Source: an optimization exercise on an open RTL-to-GDS flow (aim: small area). Production flows keep margins and buffers that such runs may drop.
In this exercise RTL edits were held to simulation tests only and were not proved equivalent to the original.
Power figures rest on the tool's default switching activity, not on a simulated workload.

===== flow/flow/run.sh =====
#!/bin/bash
# The standard layout (standard.sh), with three changes:
#  - the logic is mapped by an area-oriented ABC script (flow/area.script);
#    synthesis is otherwise the standard flow's own (flow/synth_area.tcl repeats
#    synth_recipe.tcl and only swaps the ABC script),
#  - ports are buffered with the smallest buffer,
#  - clock tree synthesis inserts no dummy loads.
# Each tool's output goes to its ORFS log under orfs/logs; make's output
# goes to standard.log here.
set -euo pipefail
here=$(pwd)
diff <(tail -n +2 synth_recipe.tcl) <(grep -v '^ *#' flow/synth_area.tcl | sed -n '/^source/,$p') > synth_diff.log || true
bash standard.sh \
  SYNTH_SCRIPT=$here/flow/synth_area.tcl \
  "BUFFER_PORTS_ARGS=-buffer_cell sky130_fd_sc_hd__buf_1" \
  "CTS_ARGS=-sink_clustering_enable -repair_clock_nets -sink_clustering_size 30 -sink_clustering_max_diameter 80 -buf_list sky130_fd_sc_hd__clkbuf_16 -dont_use_dummy_load" \
  finish > standard.log 2>&1

===== flow/flow/area.script =====
strash
&get -n
&fraig -x
&put
scorr
dc2
dretime
strash
&get -n
&syn2
&dch -f
&nf -a -R 1000
&put

===== flow/flow/synth_area.tcl =====
proc synth {args} { yosys synth -nofsm -noshare {*}$args }
# Map the logic with an area-oriented ABC script (the flip-flops are mapped
# before this step and are left as the standard synthesis makes them)
set ::area_abc_script [file join [file dirname [file normalize [info script]]] area.script]
proc abc {args} {
  set i [lsearch -exact $args -script]
  if { $i >= 0 } { lset args [expr { $i + 1 }] $::area_abc_script }
  yosys abc {*}$args
}
source $::env(SCRIPTS_DIR)/synth.tcl
# left out here: clear keep_hierarchy, flatten, clean up, hide names made inside functions, write 1_2_yosys.v

===== flow/standard.sh =====
#!/bin/bash
# synth_recipe.tcl (not shown) runs the flow's synth.tcl, then flattens the netlist and writes it again
# the make line also repeats each setting of config.mk as NAME=value (left out here)
make -C /OpenROAD-flow-scripts/flow DESIGN_CONFIG=/design/flow/config.mk WORK_HOME=/design/flow/orfs CLKGATE_MAP_FILE= SYNTH_SCRIPT=/design/flow/synth_recipe.tcl "${@:-finish}"

===== flow/config.mk =====
export PLATFORM = sky130hd
export DESIGN_NAME = uart_16550
export DESIGN_NICKNAME = uart_16550
export VERILOG_FILES = /design/flow/design.v
export SDC_FILE = /design/flow/constraint.sdc
export NUM_CORES = 4
export LEC_CHECK = 0
export CAP_MARGIN = 20
export CORE_MARGIN = 2
export CORE_UTILIZATION = 65
export CTS_BUF_LIST = sky130_fd_sc_hd__clkbuf_16
export CTS_CLUSTER_DIAMETER = 80
export CTS_CLUSTER_SIZE = 30
export PLACE_DENSITY = 0.75
export SLEW_MARGIN = 20

===== flow/constraint.sdc =====
create_clock -name core_clock -period 6.0 [get_ports {clk}]
set_input_delay 1.2000 -clock core_clock [delete_from_list [all_inputs] [get_ports {clk}]]
set_output_delay 1.2000 -clock core_clock [all_outputs]
set_load 0.01 [all_outputs]

===== flow/design.v =====
module fifo_lite #(
    parameter WIDTH = 8,
    parameter DEPTH = 16,
    localparam ADDR_WIDTH = $clog2(DEPTH)
)(
    input  logic              clk,
    input  logic              rst,
    input  logic              wr_en,
    input  logic [WIDTH-1:0]  wr_data,
    input  logic              rd_en,
    output logic [WIDTH-1:0]  head,      
    output logic              empty,
    output logic              full
);
    logic [WIDTH-1:0] mem [0:DEPTH-1];
    logic [ADDR_WIDTH:0] last;    
    logic do_wr, do_rd;
    assign empty = last[ADDR_WIDTH];
    assign full  = (last == DEPTH - 1);
    assign do_wr = wr_en && !full;
    assign do_rd = rd_en && !empty;
    assign head = mem[last[ADDR_WIDTH-1:0]];
    always_ff @(posedge clk) begin
        if (do_wr) begin
            mem[0] <= wr_data;
            for (int i = 1; i < DEPTH; i++)
                mem[i] <= mem[i-1];
        end
    end
    always_ff @(posedge clk or posedge rst) begin
        if (rst)
            last <= '1;
        else if (do_wr && !do_rd)
            last <= last + 1'b1;
        else if (do_rd && !do_wr)
            last <= last - 1'b1;
    end
endmodule
module baud_gen #(
	parameter DL_WIDTH = 16,
	parameter PSD_WIDTH = 4
) (
	input  logic                 clk,
	input  logic                 reset,              
	input  logic [DL_WIDTH-1:0]  divisor_latch,      
	input  logic [PSD_WIDTH-1:0] psd,                
	input  logic                 new_baud,           
	input  logic                 enable_sample,      
	input  logic                 enable_baud,        
	output logic        baud_tick,          
	output logic        sample_tick,        
	output logic        active              
);
	logic [3:0] seq;         
	logic       stale;
	logic       mult_done;
	logic [3:0] seq_len;
	always_comb begin
		casez (psd)
			4'b0000: seq_len = 4'd4;
			4'b000?: seq_len = 4'd5;
			4'b0010: seq_len = 4'd5;
			4'b0???: seq_len = (psd == 4'b0111) ? 4'd7 : 4'd6;
			4'b1111: seq_len = 4'd8;
			default: seq_len = 4'd7;
		endcase
	end
	always_ff @(posedge clk or posedge reset) begin
		if (reset)
			seq <= '0;
		else if (seq != 0)
			seq <= seq - 1'b1;
		else if (!mult_done)
			seq <= seq_len;
	end
	always_ff @(posedge clk or posedge reset) begin
		if (reset)
			stale <= 0;
		else if (seq == 0)
			stale <= 0;
		else if (new_baud)
			stale <= 1;
	end
	always_ff @(posedge clk or posedge reset) begin
		if (reset)
			mult_done <= 0;
		else if (new_baud)
			mult_done <= 0;
		else if (seq == 4'd1 && !stale)
			mult_done <= 1;
	end
	assign active = mult_done;
	logic [PSD_WIDTH-1:0] s_pc;
	logic [DL_WIDTH-1:0]  s_dc;
	logic s_dz, s_end, s_reload;
	assign s_dz     = (s_dc == 1);
	assign s_end    = s_dz && (s_pc == 0);
	assign s_reload = !mult_done || !enable_sample || s_end;
	always_ff @(posedge clk) begin
		if (s_reload || s_dz)
			s_dc <= divisor_latch;
		else
			s_dc <= s_dc - 1'b1;
		if (s_reload)
			s_pc <= psd;
		else if (s_dz)
			s_pc <= s_pc - 1'b1;
	end
	always_ff @(posedge clk) begin
		if (!mult_done)
			sample_tick <= 0;
		else if (enable_sample)
			sample_tick <= s_end;
	end
	logic [3:0]           b_sc;
	logic [PSD_WIDTH-1:0] b_pc;
	logic [DL_WIDTH-1:0]  b_dc;
	logic b_dz, b_pz, b_end, b_reload;
	assign b_dz     = (b_dc == 1);
	assign b_pz     = b_dz && (b_pc == 0);
	assign b_end    = b_pz && (b_sc == 0);
	assign b_reload = !mult_done || !enable_baud || b_end;
	always_ff @(posedge clk) begin
		if (b_reload || b_dz)
			b_dc <= divisor_latch;
		else
			b_dc <= b_dc - 1'b1;
		if (b_reload || b_pz)
			b_pc <= psd;
		else if (b_dz)
			b_pc <= b_pc - 1'b1;
		if (b_reload)
			b_sc <= 4'd15;
		else if (b_pz)
			b_sc <= b_sc - 1'b1;
	end
	always_ff @(posedge clk) begin
		if (!mult_done)
			baud_tick <= 0;
		else if (enable_baud)
			baud_tick <= b_end;
	end
endmodule
module uart_tx (
    input  logic        clk,
    input  logic        rst,
    input  logic [7:0]  tx_data,       
    input  logic        fifo_empty,
    output logic        tx_start,      
    input  logic [1:0]  data_len,      
    input  logic        parity_en,
    input  logic        parity_even,
    input  logic        two_stop,
    input  logic        tick,
    output logic        txd,
    output logic        enable_baud
);
    localparam logic [2:0] IDLE = 3'd0, POP = 3'd1, PEND = 3'd3, START = 3'd2,
                           DATA = 3'd6, PARITY = 3'd7, STOP1 = 3'd5, STOP2 = 3'd4;
    logic [2:0] state;
    logic [7:0] shift_reg;
    logic [3:0] bit_cnt;
    logic       parity_bit;
    logic [7:0] data_mask;
    assign txd =
        (state == START)  ? 1'b0 :
        (state == DATA)   ? shift_reg[0] :
        (state == PARITY) ? parity_bit :
                            1'b1;
    assign tx_start    = (state == POP);
    assign enable_baud = (state != IDLE) && (state != POP);
    assign data_mask = {data_len == 2'd3, data_len[1], data_len != 2'd0, 5'h1F};
    always_ff @(posedge clk) begin
        if (tx_start)
            shift_reg <= tx_data;
        else if (tick && state == DATA)
            shift_reg <= {1'b0, shift_reg[7:1]};
    end
    always_ff @(posedge clk) begin
        if (tick && state == PEND) begin
            bit_cnt    <= 0;
            parity_bit <= (^(shift_reg & data_mask)) ^ !parity_even;
        end else if (tick && state == DATA) begin
            bit_cnt <= bit_cnt + 1;
        end
    end
    always_ff @(posedge clk or posedge rst) begin
        if (rst) begin
            state <= IDLE;
        end else begin
            case (state)
                IDLE: if (!fifo_empty) state <= POP;
                POP:  state <= PEND;
                default: ;
            endcase
            if (tick) begin
                case (state)
                    PEND: state <= START;
                    START: state <= DATA;
                    DATA: begin
                        if (bit_cnt == {2'b01, data_len})
                            state <= (parity_en ? PARITY : STOP1);
                    end
                    PARITY: state <= STOP1;
                    STOP1: state <= two_stop ? STOP2 : IDLE;
                    STOP2: state <= IDLE;
                    default: ;
                endcase
            end
        end
    end
endmodule
module uart_rx (
    input  logic        clk,
    input  logic        rst,
    input  logic        rxd,
    input  logic        sample_tick,
    input  logic        stop_bits,
    input  logic        parity_en,
    input  logic        parity_even,
    input  logic [3:0]  data_bits,
    input  logic        enable,
    output logic        enable_sample,
    output logic        data_ready,
    output logic [7:0]  data_out,
    output logic        parity_err,
    output logic        framing_err
);
    localparam logic [2:0] IDLE = 3'd0, START = 3'd1, DATA = 3'd2, PARITY = 3'd3, STOP = 3'd4;
    logic [2:0] state, next_state;
    logic [3:0] bit_count;
    logic [3:0] sample_count;
    logic [7:0] shift_reg;
    logic       sampled_parity;
    logic       stop_sampled;
    logic       stop_phase;
    logic [7:0] rx_word;
    logic       rx_parity;
    logic       mid;           
    logic       last_stop;     
    assign rx_word   = shift_reg >> (4'd8 - data_bits);
    assign rx_parity = (^rx_word) ^ !parity_even;
    assign mid       = (sample_count == 15);
    assign last_stop = (stop_bits && stop_phase == 1) || !stop_bits;
    always_ff @(posedge clk or posedge rst) begin
        if (rst)
            enable_sample <= 0;
        else if (state == IDLE && !rxd)
            enable_sample <= 1;
        else if (state == STOP && next_state == IDLE)
            enable_sample <= 0;
    end
    always_ff @(posedge clk)
        state <= next_state;
    always_ff @(posedge clk or posedge rst) begin
        if (rst) begin
            next_state      <= IDLE;
            shift_reg       <= 0;
            data_ready      <= 0;
            stop_phase      <= 0;
            sampled_parity  <= 0;
        end else if (sample_tick) begin
            case (state)
                IDLE:
                    next_state <= enable_sample ? START : IDLE;
                START:
                    if (sample_count == 7)
                        next_state <= rxd ? IDLE : DATA;
                    else
                        next_state <= START;
                DATA:
                    if (mid) begin
                        shift_reg <= {rxd, shift_reg[7:1]};
                        if (bit_count == data_bits - 1)
                            next_state <= (parity_en ? PARITY : STOP);
                        else
                            next_state <= DATA;
                    end else begin
                        next_state <= DATA;
                    end
                PARITY:
                    if (mid) begin
                        sampled_parity <= rxd;
                        next_state <= STOP;
                    end else begin
                        next_state <= PARITY;
                    end
                STOP:
                    if (mid) begin
                        stop_phase <= ~stop_phase;
                        if (last_stop) begin
                            data_ready <= 1;
                            next_state <= IDLE;
                            stop_phase <= 0;
                        end else begin
                            next_state <= STOP;
                        end
                    end else begin
                        next_state <= STOP;
                    end
                default: ;
            endcase
        end else begin
            data_ready <= 0;
        end
    end
    always_ff @(posedge clk) begin
        if (sample_tick) begin
            case (state)
                IDLE: begin
                    bit_count    <= 0;
                    sample_count <= 0;
                end
                START:
                    if (sample_count == 7) begin
                        if (!rxd)
                            sample_count <= 0;
                    end else begin
                        sample_count <= sample_count + 1;
                    end
                DATA, PARITY: begin
                    sample_count <= sample_count + 1;
                    if (mid && state == DATA)
                        bit_count <= bit_count + 1;
                end
                STOP: begin
                    sample_count <= sample_count + 1;
                    if (mid) begin
                        stop_sampled <= rxd;
                        if (last_stop) begin
                            data_out <= rx_word;
                            if (stop_bits)
                                framing_err <= ~(stop_sampled & rxd);
                            else
                                framing_err <= ~rxd;
                            if (parity_en)
                                parity_err <= (sampled_parity != rx_parity);
                            else
                                parity_err <= 0;
                            stop_sampled <= 0;
                        end
                    end
                end
                default: ;
            endcase
        end
    end
endmodule
module uart_top #(
    parameter DL_WIDTH = 16,
    parameter PSD_WIDTH = 4,
    parameter FIFO_DEPTH = 16
)(
    input  logic clk,
    input  logic rst,
    input  logic rxd,
    output logic txd,
    input  logic        wr_en,
    input  logic [7:0]  wr_data,
    output logic        tx_ready,
    input  logic        rd_en,
    output logic [7:0]  rd_data,
    output logic        rx_ready,
    output logic        rx_valid,
    output logic        parity_err,
    output logic        framing_err,
    output logic        overrun_err,
    input  logic [7:0]  lcr,
    input  logic [DL_WIDTH-1:0]  divisor_latch,
    input  logic [PSD_WIDTH-1:0] psd,
    input  logic                 new_baud
);
    logic baud_tick, sample_tick;
    logic enable_baud, enable_sample;
    logic       tx_start;
    logic       tx_fifo_empty, tx_fifo_full;
    logic [7:0] tx_head;
    logic [7:0] rx_data_out;
    logic       rx_data_ready;
    logic       rx_parity_err, rx_framing_err;
    logic       rx_fifo_full, rx_fifo_empty;
    logic       rx_fifo_wr_en;
    logic [7:0] rx_head;
    logic       do_rd;
    assign tx_ready = ~tx_fifo_full;
    assign rx_ready = ~rx_fifo_empty;
    assign rx_fifo_wr_en = rx_data_ready && ~rx_fifo_full;
    assign do_rd = rd_en && ~rx_fifo_empty;
    fifo_lite #(.WIDTH(8), .DEPTH(FIFO_DEPTH)) tx_fifo (
        .clk(clk),
        .rst(rst),
        .wr_en(wr_en),
        .wr_data(wr_data),
        .rd_en(tx_start),
        .head(tx_head),
        .full(tx_fifo_full),
        .empty(tx_fifo_empty)
    );
    fifo_lite #(.WIDTH(8), .DEPTH(FIFO_DEPTH)) rx_fifo (
        .clk(clk),
        .rst(rst),
        .wr_en(rx_fifo_wr_en),
        .wr_data(rx_data_out),
        .rd_en(rd_en),
        .head(rx_head),
        .full(rx_fifo_full),
        .empty(rx_fifo_empty)
    );
    always_ff @(posedge clk) begin
        if (rst)
            rd_data <= '0;
        else if (do_rd)
            rd_data <= rx_head;
    end
    always_ff @(posedge clk)
        rx_valid <= do_rd;
    baud_gen #(
        .DL_WIDTH(DL_WIDTH),
        .PSD_WIDTH(PSD_WIDTH)
    ) baud_gen_inst (
        .clk(clk),
        .reset(rst),
        .divisor_latch(divisor_latch),
        .psd(psd),
        .new_baud(new_baud),
        .enable_sample(enable_sample),
        .enable_baud(enable_baud),
        .baud_tick(baud_tick),
        .sample_tick(sample_tick),
        .active()
    );
    uart_tx tx_inst (
        .clk(clk),
        .rst(rst),
        .tx_data(tx_head),
        .fifo_empty(tx_fifo_empty),
        .tx_start(tx_start),
        .data_len(lcr[1:0]),
        .parity_en(lcr[3]),
        .parity_even(lcr[4]),
        .two_stop(lcr[2]),
        .tick(baud_tick),
        .txd(txd),
        .enable_baud(enable_baud)
    );
    uart_rx rx_inst (
        .clk(clk),
        .rst(rst),
        .rxd(rxd),
        .sample_tick(sample_tick),
        .stop_bits(lcr[2]),
        .parity_en(lcr[3]),
        .parity_even(lcr[4]),
        .data_bits(4'd5 + {2'b00, lcr[1:0]}),
        .enable(1'b1),
        .enable_sample(enable_sample),
        .data_ready(rx_data_ready),
        .data_out(rx_data_out),
        .parity_err(rx_parity_err),
        .framing_err(rx_framing_err)
    );
    always_ff @(posedge clk) begin
        parity_err   <= rx_data_ready && rx_parity_err;
        framing_err  <= rx_data_ready && rx_framing_err;
        overrun_err  <= rx_data_ready && rx_fifo_full;
    end
endmodule
module axi_ui #(
    parameter DL_WIDTH = 16,
    parameter PSD_WIDTH = 4,
    parameter FIFO_DEPTH = 16
)(
    input  logic clk,
    input  logic rst,
    input  logic [31:0] awaddr,
    input  logic        awvalid,
    output logic        awready,
    input  logic [31:0] wdata,
    input  logic [3:0]  wstrb,
    input  logic        wvalid,
    output logic        wready,
    output logic        bvalid,
    output logic [1:0]  bresp,
    input  logic        bready,
    input  logic [31:0] araddr,
    input  logic        arvalid,
    output logic        arready,
    output logic [31:0] rdata,
    output logic        rvalid,
    output logic [1:0]  rresp,
    input  logic        rready,
    output logic [7:0]  thr_out,
    output logic [7:0]  lcr_out,
    output logic [7:0]  dll_out,
    output logic [7:0]  dlm_out,
    output logic [7:0]  psd_out,
    output logic        wr_en,
    input  logic [7:0]  rd_data,
    input  logic        tx_ready,
    input  logic        rx_ready,
    input  logic        rx_valid,
    output logic        rd_en,
    input  logic        parity_err,
    input  logic        framing_err,
    input  logic        overrun_err,
    output logic        new_baud,
    output logic irq,
    output logic irq_n
);
    logic [7:0] ier;     
    logic [7:0] lcr;     
    logic [7:0] mcr;     
    logic [7:0] spr;     
    logic [7:0] dll;     
    logic [7:0] dlm;     
    logic [7:0] psd;     
    logic lsr_data_ready, lsr_overrun_err, lsr_parity_err, lsr_framing_err;
    logic lsr_thr_empty;
    logic [7:0] lsr;
    logic isr_a, isr_b, isr_none;
    logic dlab;
    logic [2:0] addr;        
    logic [7:0] axi_wr_data;
    logic axi_wr_en, axi_wr_en_d, axi_rd_en;
    logic rhr_has_data;
    logic rhr_read;
    logic [7:0] reg_rd;
    assign dlab    = lcr[7];
    assign thr_out = axi_wr_data;
    assign lcr_out = lcr;
    assign dll_out = dll;
    assign dlm_out = dlm;
    assign psd_out = psd;
    assign lsr = {1'b0, lsr_thr_empty, lsr_thr_empty, 1'b0,
                  lsr_framing_err, lsr_parity_err, lsr_overrun_err, lsr_data_ready};
    assign isr_none = !(isr_a || isr_b);
    assign irq   = !isr_none;
    assign irq_n = isr_none;
    assign bresp = 2'b00;
    assign rresp = 2'b00;
    logic [7:0] rdata_q;
    assign rdata = {24'd0, rdata_q};
    assign wready = awready;
    assign rd_en = (rx_ready && !rhr_has_data && !rx_valid);
    always_comb begin
        case (addr)
            3'd0: reg_rd = dlab ? dll : rd_data;
            3'd1: reg_rd = dlab ? dlm : ier;
            3'd2: reg_rd = {3'b000, 1'b0, isr_a, isr_b, isr_none, isr_none};
            3'd3: reg_rd = lcr;
            3'd4: reg_rd = mcr;
            3'd5: reg_rd = dlab ? psd : lsr;
            3'd6: reg_rd = 8'h00;
            default: reg_rd = spr;
        endcase
    end
    assign rhr_read = axi_rd_en && (addr == 3'd0) && !dlab;
    always_ff @(posedge clk) begin
        if (awready)
            axi_wr_data <= wdata[7:0];
        if (awready)
            addr <= awaddr[2:0];
        else if (arvalid && !arready)
            addr <= araddr[2:0];
    end
    always_ff @(posedge clk) begin
        axi_wr_en   <= awready;
        axi_wr_en_d <= axi_wr_en;
    end
    assign wr_en    = axi_wr_en_d && addr == 3'd0 && !dlab;
    assign new_baud = axi_wr_en_d && dlab && (addr == 3'd0 || addr == 3'd1 || addr == 3'd5);
    always_ff @(posedge clk or posedge rst) begin
        if (rst) begin
            awready <= 0;
            bvalid  <= 0;
        end else begin
            awready <= !awready && awvalid;
            if (axi_wr_en)
                bvalid <= 1;
            else if (bready)
                bvalid <= 0;
        end
    end
    logic [7:0] wd_z;        
    logic [7:0] wd_lcr;      
    logic [7:0] wd_dll;      
    logic       we_dll, we_dlm, we_ier, we_lcr, we_mcr, we_psd, we_spr;
    assign wd_z   = axi_wr_data & {8{!rst}};
    assign wd_lcr = {wd_z[7:2], axi_wr_data[1:0] | {2{rst}}};
    assign wd_dll = {wd_z[7:1], axi_wr_data[0] | rst};
    assign we_dll = rst || (axi_wr_en && addr == 3'd0 && dlab);
    assign we_dlm = rst || (axi_wr_en && addr == 3'd1 && dlab);
    assign we_ier = rst || (axi_wr_en && addr == 3'd1 && !dlab);
    assign we_lcr = rst || (axi_wr_en && addr == 3'd3);
    assign we_mcr = rst || (axi_wr_en && addr == 3'd4);
    assign we_psd = rst || (axi_wr_en && addr == 3'd5 && dlab);
    assign we_spr = rst || (axi_wr_en && addr[2:1] == 2'b11);
    always_ff @(posedge clk) begin
        if (we_dll) dll <= wd_dll;
        if (we_dlm) dlm <= wd_z;
        if (we_ier) ier <= wd_z;
        if (we_lcr) lcr <= wd_lcr;
        if (we_mcr) mcr <= wd_z;
        if (we_psd) psd <= wd_z;
        if (we_spr) spr <= wd_z;
    end
    assign axi_rd_en = arready;
    always_ff @(posedge clk or posedge rst) begin
        if (rst) begin
            arready    <= 0;
            rvalid     <= 0;
            rdata_q <= 0;
        end else begin
            arready <= arvalid && !arready;
            if (axi_rd_en) begin
                rvalid     <= 1;
                rdata_q <= reg_rd;
            end else if (rready) begin
                rvalid <= 0;
            end
        end
    end
    always_ff @(posedge clk or posedge rst) begin
        if (rst) begin
            rhr_has_data <= 0;
        end else if (rhr_read) begin
            rhr_has_data <= 0;
        end else if (rx_valid) begin
            rhr_has_data <= 1;
        end
    end
    always_ff @(posedge clk) begin
        lsr_data_ready  <= rhr_has_data;
        lsr_overrun_err <= overrun_err;
        lsr_parity_err  <= parity_err;
        lsr_framing_err <= framing_err;
        lsr_thr_empty   <= tx_ready;
    end
    always_ff @(posedge clk or posedge rst) begin
        if (rst) begin
            isr_a <= 0;
            isr_b <= 0;
        end else begin
            if (ier[2] && (parity_err || framing_err || overrun_err)) begin
                isr_a <= 1;
                isr_b <= 1;
            end else if (ier[0] && rhr_has_data) begin
                isr_a <= 1;
                isr_b <= 0;
            end else if (ier[1] && tx_ready) begin
                isr_a <= 0;
                isr_b <= 1;
            end else begin
                isr_a <= 0;
                isr_b <= 0;
            end
        end
    end
endmodule
module uart_16550 #(
    parameter DL_WIDTH = 16,
    parameter PSD_WIDTH = 4,
    parameter FIFO_DEPTH = 16
)(
    input  logic clk,
    input  logic rst,
    input  logic [31:0] awaddr,
    input  logic        awvalid,
    output logic        awready,
    input  logic [31:0] wdata,
    input  logic [3:0]  wstrb,
    input  logic        wvalid,
    output logic        wready,
    output logic        bvalid,
    output logic [1:0]  bresp,
    input  logic        bready,
    input  logic [31:0] araddr,
    input  logic        arvalid,
    output logic        arready,
    output logic [31:0] rdata,
    output logic        rvalid,
    output logic [1:0]  rresp,
    input  logic        rready,
    output logic irq,
    output logic irq_n,
    input  logic rxd,
    output logic txd
);
    logic [7:0] thr, lcr, dll, dlm, psd;
    logic wr_en, rd_en;
    logic [7:0] rd_data;
    logic tx_ready, rx_ready, rx_valid;
    logic parity_err, framing_err, overrun_err;
    logic new_baud;
    uart_top #(
        .DL_WIDTH(DL_WIDTH),
        .PSD_WIDTH(PSD_WIDTH),
        .FIFO_DEPTH(FIFO_DEPTH)
    ) uart_core (
        .clk(clk),
        .rst(rst),
        .rxd(rxd),
        .txd(txd),
        .wr_en(wr_en),
        .wr_data(thr),
        .tx_ready(tx_ready),
        .rd_en(rd_en),
        .rd_data(rd_data),
        .rx_ready(rx_ready),
        .rx_valid(rx_valid),
        .parity_err(parity_err),
        .framing_err(framing_err),
        .overrun_err(overrun_err),
        .lcr(lcr),
        .divisor_latch({dlm, dll}),
        .psd(psd[3:0]),
        .new_baud(new_baud)
    );
    axi_ui #(
        .DL_WIDTH(DL_WIDTH),
        .PSD_WIDTH(PSD_WIDTH),
        .FIFO_DEPTH(FIFO_DEPTH)
    ) ui (
        .clk(clk),
        .rst(rst),
        .awaddr(awaddr),
        .awvalid(awvalid),
        .awready(awready),
        .wdata(wdata),
        .wvalid(wvalid),
        .wstrb(wstrb),
        .wready(wready),
        .bvalid(bvalid),
        .bresp(bresp),
        .bready(bready),
        .araddr(araddr),
        .arvalid(arvalid),
        .arready(arready),
        .rdata(rdata),
        .rvalid(rvalid),
        .rresp(rresp),
        .rready(rready),
        .thr_out(thr),
        .lcr_out(lcr),
        .dll_out(dll),
        .dlm_out(dlm),
        .psd_out(psd),
        .wr_en(wr_en),
        .rd_en(rd_en),
        .rd_data(rd_data),
        .tx_ready(tx_ready),
        .rx_ready(rx_ready),
        .rx_valid(rx_valid),
        .parity_err(parity_err),
        .framing_err(framing_err),
        .overrun_err(overrun_err),
        .new_baud(new_baud),
        .irq(irq),
        .irq_n(irq_n)
    );
endmodule

==> results of run 1 <==
[cell usage in the layout, fill, tap and decap left out, drive strengths merged, types with 5 or more instances in the layout]
cell type	synthesis	final
nor3	33	33
nand2b	18	18
clkbuf	0	20
conb	1	28
o21ai	51	51
a31oi	20	20
a211oi	6	6
xor2	21	21
dfstp	10	10
buf	29	58
a221oi	12	12
and2	16	16
dfxtp	64	64
nor3b	6	6
nand2	100	100
mux2i	26	26
a21oi	82	82
edfxtp	359	359
nor2	150	150
o31ai	5	5
xnor2	44	44
nand4	14	14
mux2	25	25
o211ai	8	8
a22o	13	13
nand3	37	37
clkinv	33	32
o221ai	5	5
a21o	6	6
or2	6	6
o22ai	13	13
a32oi	27	27
a22oi	29	29
nor4	12	12
o2111ai	8	8
a32o	9	9
and3	11	11
ha	25	25
dfrtp	39	39
nor2b	32	32
[cell families after synthesis]
logic type      count (synthesis)  share of synthesized area, %
simple gates                  445                          10.8
buf+inv                        62                          1.76
mux                            51                          2.79
other cells                     1                        0.0193
flops                         472                          68.5
compound gates                325                          11.4
fa+ha+maj                      27                          1.82
xor+xnor                       65                          2.93
[critical path, delay by kind of cell (launching register included)]
| family | cells | cell delay, ps |
|---|---|---|
| fa+ha+maj | 2 | 600 |
| flops | 1 | 1000 |
| compound gates | 2 | 380 |
| buf+inv | 1 | 120 |
| xor+xnor | 2 | 290 |
| simple gates | 5 | 1740 |
[metal layers]
metal	routed length, um	GRT usage (%)	vias up	share of wire [%]
li1	-	-	5639	-
met1	18500	41.3	6139	43
met2	20300	43.5	602	47
met3	3320	3.24	76	7.7
met4	1170	7.95	0	2.7
met5	0	0	-	0
[worst min-delay path by stage]
stage,start,to,slack [ps],cells after the start
after floorplan,uart_core.framing_err,ui.lsr_framing_err,330,0
after global placement,uart_core.parity_err,ui.lsr_parity_err,350,0
after detailed placement,uart_core.parity_err,ui.lsr_parity_err,350,0
after CTS,uart_core.parity_err,ui.lsr_parity_err,370,0
after global routing,uart_core.parity_err,ui.lsr_parity_err,380,0
final,uart_core.parity_err,ui.lsr_parity_err,370,0
[final cells by class]
type / instances / area (sq um) / share of cell area, %
Clock buffer: 20 / 500 / 2.43
Sequential cell: 472 / 13300 / 64.5
Multi-Input combinational cell: 941 / 5900 / 28.6
Tap cell: 390 / 488 / 2.37
Timing Repair Buffer: 58 / 300 / 1.46
Inverter: 33 / 124 / 0.601
[through the flow]
stage / cell area, sq um / setup WS [ps]
floorplan: 19500 / 14.0
global placement: 20100 / 2040
detailed placement: 20100 / 1870
CTS: 20600 / 1850
global route: 20600 / 1610
finish: 20600 / 1770
[report_power, final]
part,switching (W),internal [W]
Sequential,0.000292,0.00378
Combinational,0.000808,0.000500
Clock,0.000931,0.000603
Total,0.00203,0.00488
==> results.cfg, run 1 <==
[setup_path]
crit_path_max_incr_delay_ps = 1000
worstPathMaxFanout = 52
worst_setup_path_end_kind = flip-flop
worstReg2RegStart = uart_core.tx_fifo.last[3]
worst-r2r-cell-count = 12
crit_end = uart_core.tx_fifo.last[4]
crit_chain = nand2_1 > nor2_1 > nand2_1 > and3_4 > ha_1 > clkinv_1 > ha_1 > a21o_1 > a21oi_1 > xnor2_1 > nor2_1 > xnor2_1
r2r_end = uart_core.tx_fifo.last[4]
worstPathRequired_ps = 6470
cpMaxStageDelayCell = dfstp_2
path_class = reg2reg
cp.arrival_ps = 4690
worst_setup_path_start_kind = flip-flop
r2r_slack_ps = 1770
worstSetupStartpoint = uart_core.tx_fifo.last[3]

[detailed_routing]
dr.pass1.iters = 5
detail_route.wl_per_cell_um = 22.6
final_antenna_net_count = 0
via_per_inst = 6.51
drtIter0Drc = 1467
drc = 0
drt_wl_total_um = 43300
vias = 12500

[final_layout]
nets = 1661
fillCellCount = 2087
final-instance-count-excl-fill = 1914
antenna_cells = 0
drive_gt1_share_pct = 3.67
final_core_util_pct = 69.7
reg.largest.list = uart_core.rx_fifo.mem: 128 flops, uart_core.tx_fifo.mem: 128 flops
area_delta_synth_final_pct = 6.12

[timing]
clock-skew-final_ps = 38.8
rsz0062_at_grt = false
setup_tns_ps = 0
setup_viol = 0
final-max-slew-violation-count = 0
finalCritPeriodShare_pct = 70.4
fin_crit_ps = 4230
whs_ps = 365
clock.fmax_ghz = 0.237
worst_pin_slew_ps = 1110
slew_headroom_pct = 25.6
hold_viol_final = 0

[logic_synthesis]
yosys_most_used_dff = edfxtp_1
synth_seq_cells = 472
synth_area_leaders = edfxtp_1 (56%), dfxtp_1 (6.6%), dfrtp_1 (5.0%)
async_flop_share_pct = 10.4
yosysTopAreaCellShare_pct = 55.5
synthTopCellsByCount = edfxtp_1 (359), nor2_1 (150), nand2_1 (100), a21oi_1 (82), dfxtp_1 (64)
syn_area_sq_um = 19400
yosysWarnings = 7
netlist_instances = 1448
synth_edf_count = 359
synth_top_area_cell = edfxtp_1
seq_area_frac_synth_pct = 68.5
yosysMostFrequentCell = edfxtp_1
synth.distinct_cells = 62
synth.avg_cell_area_sq_um = 13.4

[floorplanning]
die-height_um = 177
die_w_um = 177
start_util_pct = 65.7
fp.dieArea_sq_um = 31300
io_pins = 152
rows = 63
core_region_area_sq_um = 29600

[power]
finalPower_w = 0.00691
power_density_nw_per_um2 = 335
vdd_drop_max_v = 0.000298
p_leak_nw = 6.73

[cts]
cts_sinks = 472
clk_path_buf_depth = 3
cts_root_buf = clkbuf_16
h-tree-depth = 1
cts_tree = built
ctsResizeCount = 0
post_cts_buffers = 0
cts_buffers = 20
clkTransAtPathRegs_ps = 110
cts_hold_buffers = 0
worst_skew_pair.late_latency_ps = 550

[job]
maxCapViolCount = 0

[global_route]
antenna_found_initial = 0
grtUsageTotal_pct = 27.7
grt_pass1_wl_um = 66600
grt_pass1_vias = 11700
grt_overflow = 0
grt_max_degree = 79

[outcome]
outcome = complete, no violations

[placement]
dp_cells = 1894
io_buffers = 36
gp_congestion = 0.907
dpl.hpwl_um = 29400

[worst_hold_path]
min_path_type = reg2reg
==> run 2, diff against run 1 <==
--- a/flow/flow/run.sh
+++ b/flow/flow/run.sh
@@ -4,7 +4,8 @@
 #    synthesis is otherwise the standard flow's own (flow/synth_area.tcl repeats
 #    synth_recipe.tcl and only swaps the ABC script),
 #  - ports are buffered with the smallest buffer,
-#  - clock tree synthesis inserts no dummy loads.
+#  - clock tree synthesis inserts no dummy loads,
+#  - the constant outputs share one tie cell.
 # Each tool's output goes to its ORFS log under orfs/logs; make's output
 # goes to standard.log here.
 set -euo pipefail
@@ -14,4 +15,5 @@
   SYNTH_SCRIPT=$here/flow/synth_area.tcl \
   "BUFFER_PORTS_ARGS=-buffer_cell sky130_fd_sc_hd__buf_1" \
   "CTS_ARGS=-sink_clustering_enable -repair_clock_nets -sink_clustering_size 30 -sink_clustering_max_diameter 80 -buf_list sky130_fd_sc_hd__clkbuf_16 -dont_use_dummy_load" \
+  SKIP_REPAIR_TIE_FANOUT=1 \
   finish > standard.log 2>&1
==> results.cfg, run 2 <==
[logic_synthesis]
synth_area_leaders = edfxtp_1 (56%), dfxtp_1 (6.6%), dfrtp_1 (5.0%)
yosys_most_used_dff = edfxtp_1
synth.avg_cell_area_sq_um = 13.4
synth.distinct_cells = 62
async_flop_share_pct = 10.4
synthTopCellsByCount = edfxtp_1 (359), nor2_1 (150), nand2_1 (100), a21oi_1 (82), dfxtp_1 (64)
synth_seq_cells = 472
syn_area_sq_um = 19400
yosysTopAreaCellShare_pct = 55.5
yosysMostFrequentCell = edfxtp_1
yosysWarnings = 7
synth_top_area_cell = edfxtp_1
netlist_instances = 1448
synth_edf_count = 359
seq_area_frac_synth_pct = 68.5

[floorplanning]
fp.dieArea_sq_um = 31300
die-height_um = 177
rows = 63
io_pins = 152
die_w_um = 177
start_util_pct = 65.7
core_region_area_sq_um = 29600

[power]
vdd_drop_max_v = 0.000399
finalPower_w = 0.00688
power_density_nw_per_um2 = 336
p_leak_nw = 6.60

[detailed_routing]
detail_route.wl_per_cell_um = 22.8
drtIter0Drc = 1478
via_per_inst = 6.58
drt_wl_total_um = 42800
final_antenna_net_count = 0
dr.pass1.iters = 6
drc = 0
vias = 12400

[setup_path]
worst_setup_path_end_kind = flip-flop
worstPathMaxFanout = 53
worst_setup_path_start_kind = flip-flop
path_class = reg2reg
cp.arrival_ps = 4700
worstPathRequired_ps = 6470

[placement]
dp_cells = 1859
io_buffers = 36
dpl.hpwl_um = 29000
gp_congestion = 0.898

[final_layout]
antenna_cells = 0
drive_gt1_share_pct = 3.29
nets = 1626
mostFrequentLayoutCells = edfxtp_1 (359), nor2_1 (150), nand2_1 (100)
final-instance-count-excl-fill = 1879
area_delta_synth_final_pct = 5.30
final_common_cell = edfxtp_1
reg.largest.list = uart_core.rx_fifo.mem: 128 flops, uart_core.tx_fifo.mem: 128 flops

[cts]
cts_buffers = 20
clkTransAtPathRegs_ps = 100
cts_tree = built
cts_root_buf = clkbuf_16
cts_hold_buffers = 0
cts_sinks = 472
clk_path_buf_depth = 3
ctsResizeCount = 0
post_cts_buffers = 0
h-tree-depth = 1
worst_skew_pair.late_latency_ps = 550

[global_route]
grt_pass1_vias = 11800
antenna_found_initial = 1
grt_overflow = 0
grtUsageTotal_pct = 27.5
grt_pass1_wl_um = 66200
grt_max_degree = 78

[timing]
worst_pin_slew_ps = 1110
clock.fmax_ghz = 0.236
whs_ps = 364
fin_crit_ps = 4230
clock-skew-final_ps = 45.1
final-max-slew-violation-count = 0
slew_headroom_pct = 25.2
rsz0062_at_grt = false
hold_viol_final = 0
setup_viol = 0
setup_tns_ps = 0
finalCritPeriodShare_pct = 70.6

[worst_hold_path]
min_path_type = reg2reg

[job]
maxCapViolCount = 0

[outcome]
outcome = complete, no violations
## run 2: layer usage
metal  vias up  part of all wire, %  global-route usage (%)
li1       5593                    -                       -
met1      6078                   43                    40.1
met2       592                   46                    43.0
met3        98                  7.9                    4.08
met4         0                  3.4                    9.61
met5         -                    0                       0
## run 2: cells by family after synthesis
logic type / count (synthesis) / synth area share [%]
AND/OR/NAND/NOR: 445 / 10.8
buffers and inverters: 62 / 1.76
AO/OA/AOI/OAI: 325 / 11.4
adder cells (fa/ha/maj): 27 / 1.82
other: 1 / 0.0193
multiplexers: 51 / 2.79
XOR/XNOR: 65 / 2.93
flip-flops: 472 / 68.5
## run 2: critical path, cell delays in order (launching register included)
cell	delay, ps
dfstp_2	970
nand2_1	330
nor2_1	630
nand2_1	290
and3_4	470
ha_1	320
clkinv_1	110
ha_1	270
a21o_1	180
a21oi_1	170
xnor2_1	140
nor2_1	70
xnor2_1	130
## run 2: power breakdown
part	switching [W]	leakage (nW)	internal (W)
Clock	0.000917	0.246	0.000602
Sequential	0.000322	4.23	0.00378
Combinational	0.000777	2.12	0.000480
Total	0.00202	6.60	0.00486
## run 2: area by class of cell
class                           count  area, sq um
Clock buffer                       20          500
Sequential cell                   472        13300
Inverter                           33          124
Fill cell                        2105         9110
Tap cell                          390          488
Timing Repair Buffer               50          238
Multi-Input combinational cell    914         5800
## run 2: stage by stage
step | setup WS [ps] | util [%] | instance area, sq um
after floorplan | 14.0 | - | 19400
after global placement | 1950 | 67.5 | 19900
after detailed placement | 1870 | 67.5 | 20000
after CTS | 1840 | 69.2 | 20500
after global routing | 1540 | 69.2 | 20500
final | 1770 | 69.2 | 20500
## run 2: worst paths after layout
| path | start | to | slack [ps] | cells past startpoint |
|---|---|---|---|---|
| setup reg to reg | uart_core.tx_fifo.last[3] | uart_core.tx_fifo.last[4] | 1770 | 12 |
| setup / recovery | uart_core.tx_fifo.last[3] | uart_core.tx_fifo.last[4] | 1770 | 12 |
| max in group asynchronous | rst | uart_core.baud_gen_inst.mult_done | 4090 | 3 |
| hold / removal | uart_core.parity_err | ui.lsr_parity_err | 360 | 0 |
| min in group asynchronous | rst | ui.rhr_has_data | 920 | 2 |
| hold reg to reg | uart_core.parity_err | ui.lsr_parity_err | 360 | 0 |
==> run 3, diff against run 2 <==
--- a/flow/flow/run.sh
+++ b/flow/flow/run.sh
@@ -1,5 +1,5 @@
 #!/bin/bash
-# The standard layout (standard.sh), with three changes:
+# The standard layout (standard.sh), with four changes:
 #  - the logic is mapped by an area-oriented ABC script (flow/area.script);
 #    synthesis is otherwise the standard flow's own (flow/synth_area.tcl repeats
 #    synth_recipe.tcl and only swaps the ABC script),
--- a/flow/config.mk
+++ b/flow/config.mk
@@ -5,11 +5,11 @@
 export SDC_FILE = /design/flow/constraint.sdc
 export NUM_CORES = 4
 export LEC_CHECK = 0
-export CAP_MARGIN = 20
+export CAP_MARGIN = 5
 export CORE_MARGIN = 2
 export CORE_UTILIZATION = 65
 export CTS_BUF_LIST = sky130_fd_sc_hd__clkbuf_16
 export CTS_CLUSTER_DIAMETER = 80
 export CTS_CLUSTER_SIZE = 30
 export PLACE_DENSITY = 0.75
-export SLEW_MARGIN = 20
+export SLEW_MARGIN = 5
==> results.cfg, run 3 <==
[setup_path]
worstPathMaxFanout = 53
path_class = reg2reg
worst-r2r-cell-count = 12
worstPathRequired_ps = 6460
cp.arrival_ps = 4780
worst_setup_path_end_kind = flip-flop
worst_setup_path_start_kind = flip-flop

[final_layout]
area_delta_synth_final_pct = 5.25
final_common_cell = edfxtp_1
fin_area_sq_um = 20400
antenna_cells = 0
nets = 1625
drive_gt1_share_pct = 3.16
final-instance-count-excl-fill = 1878
fillCellCount = 2110
mostFrequentLayoutCells = edfxtp_1 (359), nor2_1 (150), nand2_1 (100)
reg.largest.list = uart_core.rx_fifo.mem: 128 flops, uart_core.tx_fifo.mem: 128 flops

[placement]
place_area_sq_um = 19900
gp_congestion = 0.898
dp_cells = 1858
dpl.hpwl_um = 29000
io_buffers = 36

[floorplanning]
io_pins = 152
fp.dieArea_sq_um = 31300
rows = 63
die-height_um = 177
start_util_pct = 65.7
core_region_area_sq_um = 29600
die_w_um = 177

[cts]
clk_path_buf_depth = 3
worst_skew_pair.late_latency_ps = 560
ctsResizeCount = 0
h-tree-depth = 1
post_cts_buffers = 0
cts_sinks = 472
cts_buffers = 20
cts_root_buf = clkbuf_16
cts_tree = built
clkTransAtPathRegs_ps = 110
cts_hold_buffers = 0

[detailed_routing]
final_antenna_net_count = 0
via_per_inst = 6.57
detail_route.wl_per_cell_um = 22.8
dr.pass1.iters = 7
drt_wl_total_um = 42800
drc = 0
drtIter0Drc = 1653
vias = 12300

[timing]
setup_viol = 0
clock-skew-final_ps = 64.3
worst_pin_slew_ps = 1280
hold_viol_final = 0
setup_tns_ps = 0
clock.fmax_ghz = 0.232
rsz0062_at_grt = false
slew_headroom_pct = 13.6
fin_crit_ps = 4320
finalCritPeriodShare_pct = 72.0
final-max-slew-violation-count = 0

[logic_synthesis]
synth.distinct_cells = 62
synth.avg_cell_area_sq_um = 13.4
async_flop_share_pct = 10.4
synthTopCellsByCount = edfxtp_1 (359), nor2_1 (150), nand2_1 (100), a21oi_1 (82), dfxtp_1 (64)
netlist_instances = 1448
synth_seq_cells = 472
synth_area_leaders = edfxtp_1 (56%), dfxtp_1 (6.6%), dfrtp_1 (5.0%)
yosysMostFrequentCell = edfxtp_1
seq_area_frac_synth_pct = 68.5
synth_edf_count = 359
yosysTopAreaCellShare_pct = 55.5
synth_top_area_cell = edfxtp_1
yosysWarnings = 7
syn_area_sq_um = 19400
yosys_most_used_dff = edfxtp_1

[global_route]
grt_overflow = 0
grt_max_degree = 78
grt_pass1_wl_um = 66400
grt_pass1_vias = 11800
grtUsageTotal_pct = 27.6
antenna_found_initial = 0

[worst_hold_path]
worstHoldPathCells = 0
min_path_type = reg2reg

[outcome]
outcome = complete, no violations

[job]
maxCapViolCount = 0

[power]
p_leak_nw = 6.60
seqPwrFrac_pct = 59.6
finalPower_w = 0.00688
clkPwrFrac_pct = 22.2
internal-power_w = 0.00486
vdd_drop_max_v = 0.000392
netSwitchingPower_w = 0.00202
sw_frac_of_total_pct = 29.3
power_density_nw_per_um2 = 337
power.share.combinational_pct = 18.2
-- run 3: logic make-up (layout without fill, tap and decap cells) --
| group | after synthesis | in the layout | synth area share, % |
|---|---|---|---|
| flip-flops | 472 | 472 | 68.5 |
| AND/OR/NAND/NOR | 445 | 445 | 10.8 |
| AO/OA/AOI/OAI | 325 | 325 | 11.4 |
| XOR/XNOR | 65 | 65 | 2.93 |
| buffers and inverters | 62 | 102 | 1.76 |
| multiplexers | 51 | 51 | 2.79 |
| adder cells (fa/ha/maj) | 27 | 27 | 1.82 |
| other | 1 | 1 | 0.0193 |
-- run 3: per-layer routing --
| metal | routed length [um] | global-route usage (%) | share of wire (%) |
|---|---|---|---|
| met5 | 0 | 0 | 0 |
| met2 | 19800 | 43.3 | 46 |
| met3 | 3480 | 3.46 | 8.1 |
| met4 | 1310 | 9.06 | 3.1 |
| met1 | 18100 | 40.6 | 42 |
-- run 3: critical path, stage by stage (launching register included) --
cell and delay [ps]:
dfstp_2 960, nand2_1 340, nor2_1 670, nand2_1 300, and3_4 480, ha_1 320, clkinv_1 110, ha_1 280
a21o_1 190, a21oi_1 190, xnor2_1 140, nor2_1 70, xnor2_1 140
-- run 3: per-stage QoR --
step / util (%) / setup WS [ps] / hold WS, ps
detailed placement: 67.5 / 1820 / 349
global route: 69.2 / 1440 / 371
CTS: 69.2 / 1780 / 367
finish: 69.2 / 1680 / 366
global placement: 67.5 / 1950 / 345
floorplan: - / 14.0 / 331
-- run 3: final timing paths --
path | slack (ps) | end | from
max | 1680 | uart_core.tx_fifo.last[4] | uart_core.tx_fifo.last[3]
min | 370 | ui.lsr_parity_err | uart_core.parity_err
max reg2reg | 1680 | uart_core.tx_fifo.last[4] | uart_core.tx_fifo.last[3]
min reg2reg | 370 | ui.lsr_parity_err | uart_core.parity_err
max in group asynchronous | 4100 | uart_core.baud_gen_inst.stale | rst
min in group asynchronous | 920 | ui.rhr_has_data | rst
-- run 3: power groups by stage --
stage | clock (W) | combinational, W | sequential (W)
after detailed placement | 0 | 0.00123 | 0.00416
after global routing | 0.00164 | 0.00139 | 0.00414
final | 0.00152 | 0.00126 | 0.00410
after global placement | 0 | 0.00120 | 0.00415
after CTS | 0.00156 | 0.00124 | 0.00409
after floorplan | 0 | 0.000889 | 0.00409
-- run 3: final cells by class --
| class | count | area, sq um | area share [%] |
|---|---|---|---|
| Inverter | 33 | 124 | 0.606 |
| Multi-Input combinational cell | 914 | 5800 | 28.4 |
| Clock buffer | 20 | 500 | 2.45 |
| Sequential cell | 472 | 13300 | 65.1 |
| Tap cell | 390 | 488 | 2.39 |
| Timing Repair Buffer | 49 | 233 | 1.14 |
==> run 4, diff against run 3 <==
==> flow/flow/area.script (replaced) <==
strash
&get -n
&fraig -x
&put
scorr
dc2
dretime
strash
&get -n
&syn2
&dch -f
&nf -a -R 1000
&put
&get -n
&dch -f
&nf -a -R 1000
&put
--- a/flow/config.mk
+++ b/flow/config.mk
@@ -5,11 +5,11 @@
 export SDC_FILE = /design/flow/constraint.sdc
 export NUM_CORES = 4
 export LEC_CHECK = 0
-export CAP_MARGIN = 5
+export CAP_MARGIN = 20
 export CORE_MARGIN = 2
 export CORE_UTILIZATION = 65
 export CTS_BUF_LIST = sky130_fd_sc_hd__clkbuf_16
 export CTS_CLUSTER_DIAMETER = 80
 export CTS_CLUSTER_SIZE = 30
 export PLACE_DENSITY = 0.75
-export SLEW_MARGIN = 5
+export SLEW_MARGIN = 20
==> results.cfg, run 4 <==
[setup_path]
worstReg2RegStart = uart_core.rx_fifo.last[3]
cp.arrival_ps = 4300
path_class = reg2reg
worstSetupStartpoint = uart_core.rx_fifo.last[3]
worstPathMaxFanout = 54
worstPathRequired_ps = 6460
worst_setup_path_start_kind = flip-flop
worst_setup_path_end_kind = flip-flop

[floorplanning]
io_pins = 152
core_region_area_sq_um = 28900
rows = 62
fp.dieArea_sq_um = 31000
start_util_pct = 66.5
die-height_um = 176
die_w_um = 176

[final_layout]
nets = 1587
drive_gt1_share_pct = 3.52
mostFrequentLayoutCells = edfxtp_1 (359), nor2_1 (117), nand2_1 (109)
multi_input_area_sq_um = 5630
final_common_cell = edfxtp_1
antenna_cells = 0
reg.largest.list = uart_core.rx_fifo.mem: 128 flops, uart_core.tx_fifo.mem: 128 flops
area_delta_synth_final_pct = 5.33
regArea_sq_um = 13300
fin_area_sq_um = 20300
fillCellCount = 1994
final_core_util_pct = 70.0

[global_route]
antenna_found_initial = 0
grt_max_degree = 77
grt_pass1_wl_um = 66300
grtUsageTotal_pct = 27.7
grt_pass1_vias = 11700
grt_overflow = 0

[logic_synthesis]
async_flop_share_pct = 10.4
synth.distinct_cells = 56
synthTopCellsByCount = edfxtp_1 (359), nor2_1 (117), nand2_1 (110), a21oi_1 (65), o21ai_0 (65)
yosysTopAreaCellShare_pct = 56.0
yosys_most_used_dff = edfxtp_1
synth_area_leaders = edfxtp_1 (56%), dfxtp_1 (6.7%), dfrtp_1 (5.1%)
synth_top_area_cell = edfxtp_1
yosysWarnings = 7
yosysMostFrequentCell = edfxtp_1
syn_area_sq_um = 19200
synth.avg_cell_area_sq_um = 13.7
seq_area_frac_synth_pct = 69.2
synth_edf_count = 359
synth_seq_cells = 472
netlist_instances = 1408

[worst_hold_path]
min_path_type = reg2reg
hp-start = uart_core.parity_err

[timing]
hold_viol_final = 0
rsz0062_at_grt = false
worst_pin_slew_ps = 1220
setup_viol = 0
clock.fmax_ghz = 0.260
fin_crit_ps = 3850
slew_headroom_pct = 16.7
clock-skew-final_ps = 47.6
final-max-slew-violation-count = 0
finalCritPeriodShare_pct = 64.1
setup_tns_ps = 0

[cts]
clkTransAtPathRegs_ps = 110
clk_path_buf_depth = 3
ctsResizeCount = 0
worst_skew_pair.late_latency_ps = 560
h-tree-depth = 1
cts_sinks = 472
cts_buffers = 20
cts_root_buf = clkbuf_16
cts_hold_buffers = 0
cts_tree = built
post_cts_buffers = 0

[placement]
place_area_sq_um = 19700
dpl.hpwl_um = 28700
gp_congestion = 0.891
io_buffers = 36

[outcome]
outcome = complete, no violations

[detailed_routing]
via_per_inst = 6.63
vias = 12200
drc = 0
detail_route.wl_per_cell_um = 23.1
final_antenna_net_count = 0
dr.pass1.iters = 8
drtIter0Drc = 1684
drt_wl_total_um = 42400

[power]
vdd_drop_max_v = 0.000267
p_leak_nw = 6.83
power_density_nw_per_um2 = 350

[job]
maxCapViolCount = 0
-- run 4: cell types whose count changed in the layout (fill, tap and decap cells not counted), moves of 6 or more --
cell and delta:
nor2b_1 -6, nand3_1 -11, a32oi_1 -7, a31oi_1 -7, nand2_1 +9, o21ai_0 +13, a221oi_1 +11, a21oi_1 -16
nor3_1 +12, nor2_1 -33
-- run 4: worst paths after layout --
check	cells past startpoint	end	slack, ps
max	12	uart_core.rx_fifo.last[4]	2150
min	0	ui.lsr_parity_err	370
max reg2reg	12	uart_core.rx_fifo.last[4]	2150
min reg2reg	0	ui.lsr_parity_err	370
max in group asynchronous	3	uart_core.tx_fifo.last[0]	4120
min in group asynchronous	2	ui.rdata_q[1]	950
-- run 4: final cells by class --
class / instances / share of cell area, %
inverter: 29 / 0.537
clock buffer: 20 / 2.47
sequential: 472 / 65.7
multi-input combinational: 878 / 27.8
timing repair buffer: 51 / 1.19
tap: 384 / 2.37
-- run 4: per-layer routing --
layer	vias to the layer above	GRT usage (%)	routed length, um
li1	5464	-	-
met1	6005	41.1	18200
met2	594	43.7	19700
met3	99	3.45	3160
met4	0	8.82	1430
met5	-	0	0
-- run 4: cells by family (layout without fill, tap and decap cells) --
kind of cell,Yosys count,after routing,synth area share [%]
flip-flops,472,472,69.2
XOR/XNOR,65,65,2.96
adder cells (fa/ha/maj),27,27,1.83
other,1,1,0.0195
buffers and inverters,58,100,1.70
AO/OA/AOI/OAI,316,316,11.3
multiplexers,52,52,2.87
AND/OR/NAND/NOR,417,417,10.2
-- run 4: power by group --
part / switching [W] / internal, W
registers: 0.000384 / 0.00383
logic: 0.000823 / 0.000530
clock network: 0.000926 / 0.000603
total: 0.00213 / 0.00496
-- run 4: through the flow --
step	cells	total power, W	hold slack, ps	setup slack [ps]
global route	1834	0.00742	378	2010
detailed placement	1814	0.00561	359	2260
CTS	1834	0.00710	374	2220
floorplan	1408	0.00517	331	45.5
global placement	1811	0.00555	342	2350
finish	1834	0.00709	371	2150
-- run 4: critical path, stage by stage, from the launching register on --
cell	delay, ps
dfstp_2	1030
nand2_1	250
nor3_1	570
nor2b_4	60
buf_4	340
ha_1	330
clkinv_1	130
ha_1	280
a21o_1	190
a21oi_1	170
xnor2_1	90
nor2_1	110
xor2_1	170
==> run 5, diff against run 4 <==
--- a/flow/flow/run.sh
+++ b/flow/flow/run.sh
@@ -15,5 +15,5 @@
   SYNTH_SCRIPT=$here/flow/synth_area.tcl \
   "BUFFER_PORTS_ARGS=-buffer_cell sky130_fd_sc_hd__buf_1" \
   "CTS_ARGS=-sink_clustering_enable -repair_clock_nets -sink_clustering_size 30 -sink_clustering_max_diameter 80 -buf_list sky130_fd_sc_hd__clkbuf_16 -dont_use_dummy_load" \
-  SKIP_REPAIR_TIE_FANOUT=1 \
+  SKIP_REPAIR_TIE_FANOUT=1 ADDER_MAP_FILE= \
   finish > standard.log 2>&1
==> results.cfg, run 5 <==
[floorplanning]
fp.dieArea_sq_um = 29400
rows = 61
die_w_um = 171
core_region_area_sq_um = 27700
start_util_pct = 65.7
io_pins = 152
die-height_um = 171

[logic_synthesis]
synth_area_leaders = edfxtp_1 (59%), dfxtp_1 (7.0%), dfrtp_1 (5.4%)
yosysTopAreaCellShare_pct = 59.2
synth.avg_cell_area_sq_um = 14.4
synth_top_area_cell = edfxtp_1
seq_area_frac_synth_pct = 73.1
synthTopCellsByCount = edfxtp_1 (359), nand2_1 (107), nor2_1 (102), o21ai_0 (67), dfxtp_1 (64)
synth.distinct_cells = 52
yosysMostFrequentCell = edfxtp_1
yosys_most_used_dff = edfxtp_1
netlist_instances = 1265
syn_area_sq_um = 18200
synth_seq_cells = 472
yosysWarnings = 7
async_flop_share_pct = 10.4
synth_edf_count = 359

[setup_path]
path_class = reg2reg
worstPathMaxFanout = 63
worst_setup_path_start_kind = flip-flop
worstPathRequired_ps = 6180
worst_setup_path_end_kind = flip-flop
cp.arrival_ps = 3360
worst-r2r-cell-count = 5
r2r_slack_ps = 2820
worstReg2RegStart = ui.addr[1]
r2r_end = uart_core.tx_fifo.mem[11][3]

[timing]
rsz0062_at_grt = false
setup_tns_ps = 0
final-max-slew-violation-count = 0
slew_headroom_pct = 29.5
worst_pin_slew_ps = 1050
clock.fmax_ghz = 0.315
clock-skew-final_ps = 25.4
hold_viol_final = 0
fin_crit_ps = 3180
setup_ws_ps = 2820
setup_viol = 0
finalCritPeriodShare_pct = 52.9

[final_layout]
antenna_cells = 0
drive_gt1_share_pct = 4.78
area_delta_synth_final_pct = 6.15
mostFrequentLayoutCells = edfxtp_1 (359), nand2_1 (107), nor2_1 (102)
nets = 1429
final_common_cell = edfxtp_1
final_core_util_pct = 69.7
fillCellCount = 1883
reg.largest.list = uart_core.rx_fifo.mem: 128 flops, uart_core.tx_fifo.mem: 128 flops

[worst_hold_path]
min_to = ui.lsr_framing_err
min_path_type = reg2reg
worstHoldPathCells = 0
hp-start = uart_core.framing_err

[cts]
post_cts_buffers = 0
clk_path_buf_depth = 3
cts_tree = built
h-tree-depth = 1
ctsResizeCount = 0
clkTransAtPathRegs_ps = 110
cts_sinks = 472
cts_hold_buffers = 0
cts_root_buf = clkbuf_16
cts_buffers = 19
worst_skew_pair.late_latency_ps = 530

[global_route]
grt_pass1_vias = 10400
grt_pass1_wl_um = 60700
antenna_found_initial = 0
grt_max_degree = 85
grt_overflow = 0
grtUsageTotal_pct = 27.3

[power]
power_density_nw_per_um2 = 328
p_leak_nw = 6.36
vdd_drop_max_v = 0.000269

[placement]
gp_congestion = 0.904
pre_cts_slack_ps = 2580
dpl.hpwl_um = 26200
io_buffers = 36

[detailed_routing]
final_antenna_net_count = 0
detail_route.wl_per_cell_um = 23.3
via_per_inst = 6.60
vias = 11200
dr.pass1.iters = 8
drt_wl_total_um = 39500
drtIter0Drc = 2018
drc = 0

[job]
maxCapViolCount = 0

[outcome]
outcome = complete, no violations
run 5: changes by cell type after synthesis, moves of 8 or more:
cell,delta
a21oi_1,-23
a222oi_1,+50
a32oi_1,-17
ha_1,-25
mux2i_1,-18
nor2_1,-15
nor2b_1,-10
nor3_1,-9
xnor2_1,-8
run 5: worst max-delay path by stage:
stage,startpoint,end,slack (ps),cells past startpoint
3_5_place_dp,ui.addr[1],uart_core.tx_fifo.mem[13][0],2580,4
4_1_cts,ui.addr[1],uart_core.tx_fifo.mem[1][0],2570,4
6_report,ui.addr[1],uart_core.tx_fifo.mem[11][3],2820,5
5_1_grt,ui.addr[1],uart_core.tx_fifo.mem[1][0],2630,5
3_3_place_gp,ui.addr[1],uart_core.tx_fifo.mem[12][5],2650,4
2_1_floorplan,ui.addr[1],uart_core.tx_fifo.last[3],640,7
run 5: critical path, cell delays in order (launching register included):
cell and delay (ps):
edfxtp_1 620, or3_1 510, nor2_1 280, and3_4 470, buf_16 320, buf_4 560
run 5: report_power, final:
part	switching, W	internal, W
registers	0.000230	0.00374
clock network	0.000910	0.000575
logic	0.000519	0.000353
run 5: stage by stage:
stage	hold slack (ps)	std cells	power (W)	area (sq um)
3_5_place_dp	349	1677	0.00490	18800
3_3_place_gp	351	1677	0.00486	18800
4_1_cts	361	1696	0.00633	19300
2_1_floorplan	331	1265	0.00461	18200
6_report	362	1697	0.00633	19300
5_1_grt	383	1697	0.00658	19300
run 5: logic make-up (layout without fill, tap and decap cells):
| family | after synthesis | after routing | synth area share [%] |
|---|---|---|---|
| mux | 31 | 31 | 1.86 |
| xor+xnor | 50 | 50 | 2.41 |
| simple gates | 368 | 368 | 9.47 |
| other cells | 1 | 1 | 0.0206 |
| compound gates | 292 | 292 | 11.5 |
| flops | 472 | 472 | 73.1 |
| buf+inv | 51 | 105 | 1.65 |
run 5: area by class of cell:
class	instances	area (sq um)	share of cell area (%)
clock buffers	19	475	2.46
inverters	22	82.6	0.427
multi-input cells	742	4620	23.9
flip-flops and latches	472	13300	68.8
well taps	378	473	2.45
repair buffers	64	365	1.89
run 5: routing by layer:
layer / part of all wire [%] / up-vias / global-route usage (%)
li1: - / 5046 / -
met1: 43 / 5513 / 41.9
met2: 46 / 576 / 42.5
met3: 8.6 / 60 / 3.24
met4: 2.5 / 0 / 7.04
met5: 0 / - / 0
==> run 6, diff against run 5 <==
--- a/flow/flow/run.sh
+++ b/flow/flow/run.sh
@@ -15,5 +15,5 @@
   SYNTH_SCRIPT=$here/flow/synth_area.tcl \
   "BUFFER_PORTS_ARGS=-buffer_cell sky130_fd_sc_hd__buf_1" \
   "CTS_ARGS=-sink_clustering_enable -repair_clock_nets -sink_clustering_size 30 -sink_clustering_max_diameter 80 -buf_list sky130_fd_sc_hd__clkbuf_16 -dont_use_dummy_load" \
-  SKIP_REPAIR_TIE_FANOUT=1 ADDER_MAP_FILE= \
+  SKIP_REPAIR_TIE_FANOUT=1 \
   finish > standard.log 2>&1
==> flow/flow/area.script (replaced) <==
strash
&get -n
&fraig -x
&put
scorr
dc2
dretime
strash
&get -n
&syn2
&dch -f
&nf -a -R 1000
&put
--- a/flow/config.mk
+++ b/flow/config.mk
@@ -7,9 +7,9 @@
 export LEC_CHECK = 0
 export CAP_MARGIN = 20
 export CORE_MARGIN = 2
-export CORE_UTILIZATION = 65
+export CORE_UTILIZATION = 72
 export CTS_BUF_LIST = sky130_fd_sc_hd__clkbuf_16
 export CTS_CLUSTER_DIAMETER = 80
 export CTS_CLUSTER_SIZE = 30
-export PLACE_DENSITY = 0.75
+export PLACE_DENSITY = 0.82
 export SLEW_MARGIN = 20
==> results.cfg, run 6 <==
[global_route]
grt_max_degree = 82
grt_pass1_vias = 11800
grtUsageTotal_pct = 30.0
grt_pass1_wl_um = 65900
grt_overflow = 0
antenna_found_initial = 0

[logic_synthesis]
yosysTopAreaCellShare_pct = 55.5
synth.avg_cell_area_sq_um = 13.4
yosys_most_used_dff = edfxtp_1
seq_area_frac_synth_pct = 68.5
synthTopCellsByCount = edfxtp_1 (359), nor2_1 (150), nand2_1 (100), a21oi_1 (82), dfxtp_1 (64)
async_flop_share_pct = 10.4
synth_edf_count = 359
syn_area_sq_um = 19400
synth.distinct_cells = 62
synth_area_leaders = edfxtp_1 (56%), dfxtp_1 (6.6%), dfrtp_1 (5.0%)
synth_top_area_cell = edfxtp_1
yosysMostFrequentCell = edfxtp_1
synth_seq_cells = 472
netlist_instances = 1448
yosysWarnings = 7

[detailed_routing]
via_per_inst = 6.88
dr.pass1.iters = 6
drc = 0
vias = 12600
final_antenna_net_count = 0
detail_route.wl_per_cell_um = 23.1
drtIter0Drc = 1584
drt_wl_total_um = 42300

[floorplanning]
core_region_area_sq_um = 26700
io_pins = 152
start_util_pct = 72.7
die_w_um = 168
rows = 60
die-height_um = 168
fp.dieArea_sq_um = 28300

[power]
seqPwrFrac_pct = 60.0
p_leak_nw = 6.59
power.share.combinational_pct = 18.3
vdd_drop_max_v = 0.000256
netSwitchingPower_w = 0.00199
sw_frac_of_total_pct = 29.2
power_density_nw_per_um2 = 335
internal-power_w = 0.00484
clkPwrFrac_pct = 21.7

[final_layout]
area_delta_synth_final_pct = 4.87
reg.largest.list = uart_core.rx_fifo.mem: 128 flops, uart_core.tx_fifo.mem: 128 flops
final_common_cell = edfxtp_1
antenna_cells = 0
fillCellCount = 1659
fin_area_sq_um = 20400
mostFrequentLayoutCells = edfxtp_1 (359), nor2_1 (150), nand2_1 (100)
drive_gt1_share_pct = 3.23
nets = 1625
final_core_util_pct = 76.2

[setup_path]
worstPathRequired_ps = 6480
worst_setup_path_end_kind = flip-flop
path_class = reg2reg
cp.arrival_ps = 4450
worst-r2r-cell-count = 12
worstSetupStartpoint = uart_core.tx_fifo.last[1]
crit_end = uart_core.tx_fifo.last[4]
r2r_end = uart_core.tx_fifo.last[4]
worst_setup_path_start_kind = flip-flop
worstPathMaxFanout = 36
worstReg2RegStart = uart_core.tx_fifo.last[1]
r2r_slack_ps = 2030

[placement]
io_buffers = 36
dpl.hpwl_um = 29000
gp_congestion = 0.902
place_area_sq_um = 19900
pre_cts_slack_ps = 2070

[cts]
ctsResizeCount = 0
worst_skew_pair.late_latency_ps = 540
cts_sinks = 472
cts_tree = built
clkTransAtPathRegs_ps = 110
cts_buffers = 19
post_cts_buffers = 0
h-tree-depth = 1
cts_hold_buffers = 0
cts_root_buf = clkbuf_16
clk_path_buf_depth = 3

[timing]
setup_ws_ps = 2030
slew_headroom_pct = 28.2
final-max-slew-violation-count = 0
setup_viol = 0
worst_pin_slew_ps = 1070
rsz0062_at_grt = false
clock.fmax_ghz = 0.252
fin_crit_ps = 3970
finalCritPeriodShare_pct = 66.2
setup_tns_ps = 0
clock-skew-final_ps = 41.6
hold_viol_final = 0

[outcome]
outcome = complete, no violations

[worst_hold_path]
worstHoldPathCells = 0
min_path_type = reg2reg

[job]
maxCapViolCount = 0
[run 6: cell types whose count changed after synthesis, moves of 16 or more]
cell      change
o21ai_0      -16
a32oi_1      +24
nor2_1       +48
a222oi_1     -53
nor2b_1      +16
mux2i_1      +17
ha_1         +25
a21oi_1      +40
[run 6: logic make-up after synthesis]
group	count (synthesis)	synth area share, %
AND/OR/NAND/NOR	445	10.8
adder cells (fa/ha/maj)	27	1.82
other	1	0.0193
AO/OA/AOI/OAI	325	11.4
flip-flops	472	68.5
buffers and inverters	62	1.76
XOR/XNOR	65	2.93
multiplexers	51	2.79
[run 6: cell type report]
cell class	count	area (sq um)	share of cell area (%)
timing repair buffer	50	240	1.18
inverter	33	124	0.608
sequential	472	13300	65.3
clock buffer	19	475	2.33
multi-input combinational	914	5800	28.5
tap	341	427	2.09
[run 6: worst min-delay path by stage]
stage	endpoint	startpoint
2_1_floorplan	ui.lsr_framing_err	uart_core.framing_err
3_5_place_dp	ui.lsr_framing_err	uart_core.framing_err
3_3_place_gp	ui.lsr_parity_err	uart_core.parity_err
6_report	ui.lsr_parity_err	uart_core.parity_err
5_1_grt	ui.lsr_framing_err	uart_core.framing_err
4_1_cts	ui.lsr_framing_err	uart_core.framing_err
[run 6: per-layer routing]
metal,part of all wire [%],vias up,GRT usage (%)
met3,9.1,99,3.83
li1,-,5601,-
met4,3.6,0,10.5
met1,41,6150,44.5
met2,47,742,46.9
met5,0,-,0
[run 6: power groups by stage]
stage	registers (W)	logic [W]	clock network, W
floorplan	0.00409	0.000889	0
global placement	0.00415	0.00118	0
detailed placement	0.00416	0.00123	0
CTS	0.00409	0.00125	0.00150
global route	0.00414	0.00140	0.00160
finish	0.00410	0.00125	0.00148
[run 6: critical path, cell delays in order, from the launching register on]
cell and delay (ps):
dfstp_2 950, nand2_1 300, nor2_1 610, nand2_1 250, and3_4 380, ha_1 280, clkinv_1 120, ha_1 280
a21o_1 190, a21oi_1 170, xnor2_1 130, nor2_1 70, xnor2_1 140
[run 6: stage by stage]
stage / total power, W / hold WS, ps / std cells
after global placement: 0.00533 / 362 / 1810
after CTS: 0.00683 / 373 / 1829
final: 0.00683 / 375 / 1829
after global routing: 0.00714 / 376 / 1829
after floorplan: 0.00498 / 331 / 1448
after detailed placement: 0.00540 / 358 / 1810

afterwards: timing with drivers on the ports:
The results above use ideal ports. As a check the final layouts listed here were re-extracted and re-timed, cells and wires unchanged. Step 1 assumes that a clkbuf_16 drives the clock port and a buf_2 every other input. Step 2 times the ports against the registers' clock, not the clock port: input delays grow and output delays shrink by t, the midpoint of the rising clock arrivals with the driver on. Slacks: ideal ports / drivers / drivers and shift; pairs: ideal ports / drivers.
run	shift t [ns]	setup WS [ns]	slew at the worst register clock pin (ns)
run 1	0.587	1.775 / 1.775 / 1.775	0.11 / 0.11
run 2	0.583	1.765 / 1.765 / 1.765	0.11 / 0.11
run 3	0.573	1.683 / 1.683 / 1.683	0.11 / 0.11
run 4	0.591	2.155 / 2.155 / 2.155	0.11 / 0.11
run 5	0.583	2.824 / 2.824 / 2.824	0.11 / 0.11
run 6	0.576	2.029 / 2.029 / 2.029	0.12 / 0.12
After both steps setup and hold are still met in every run listed.
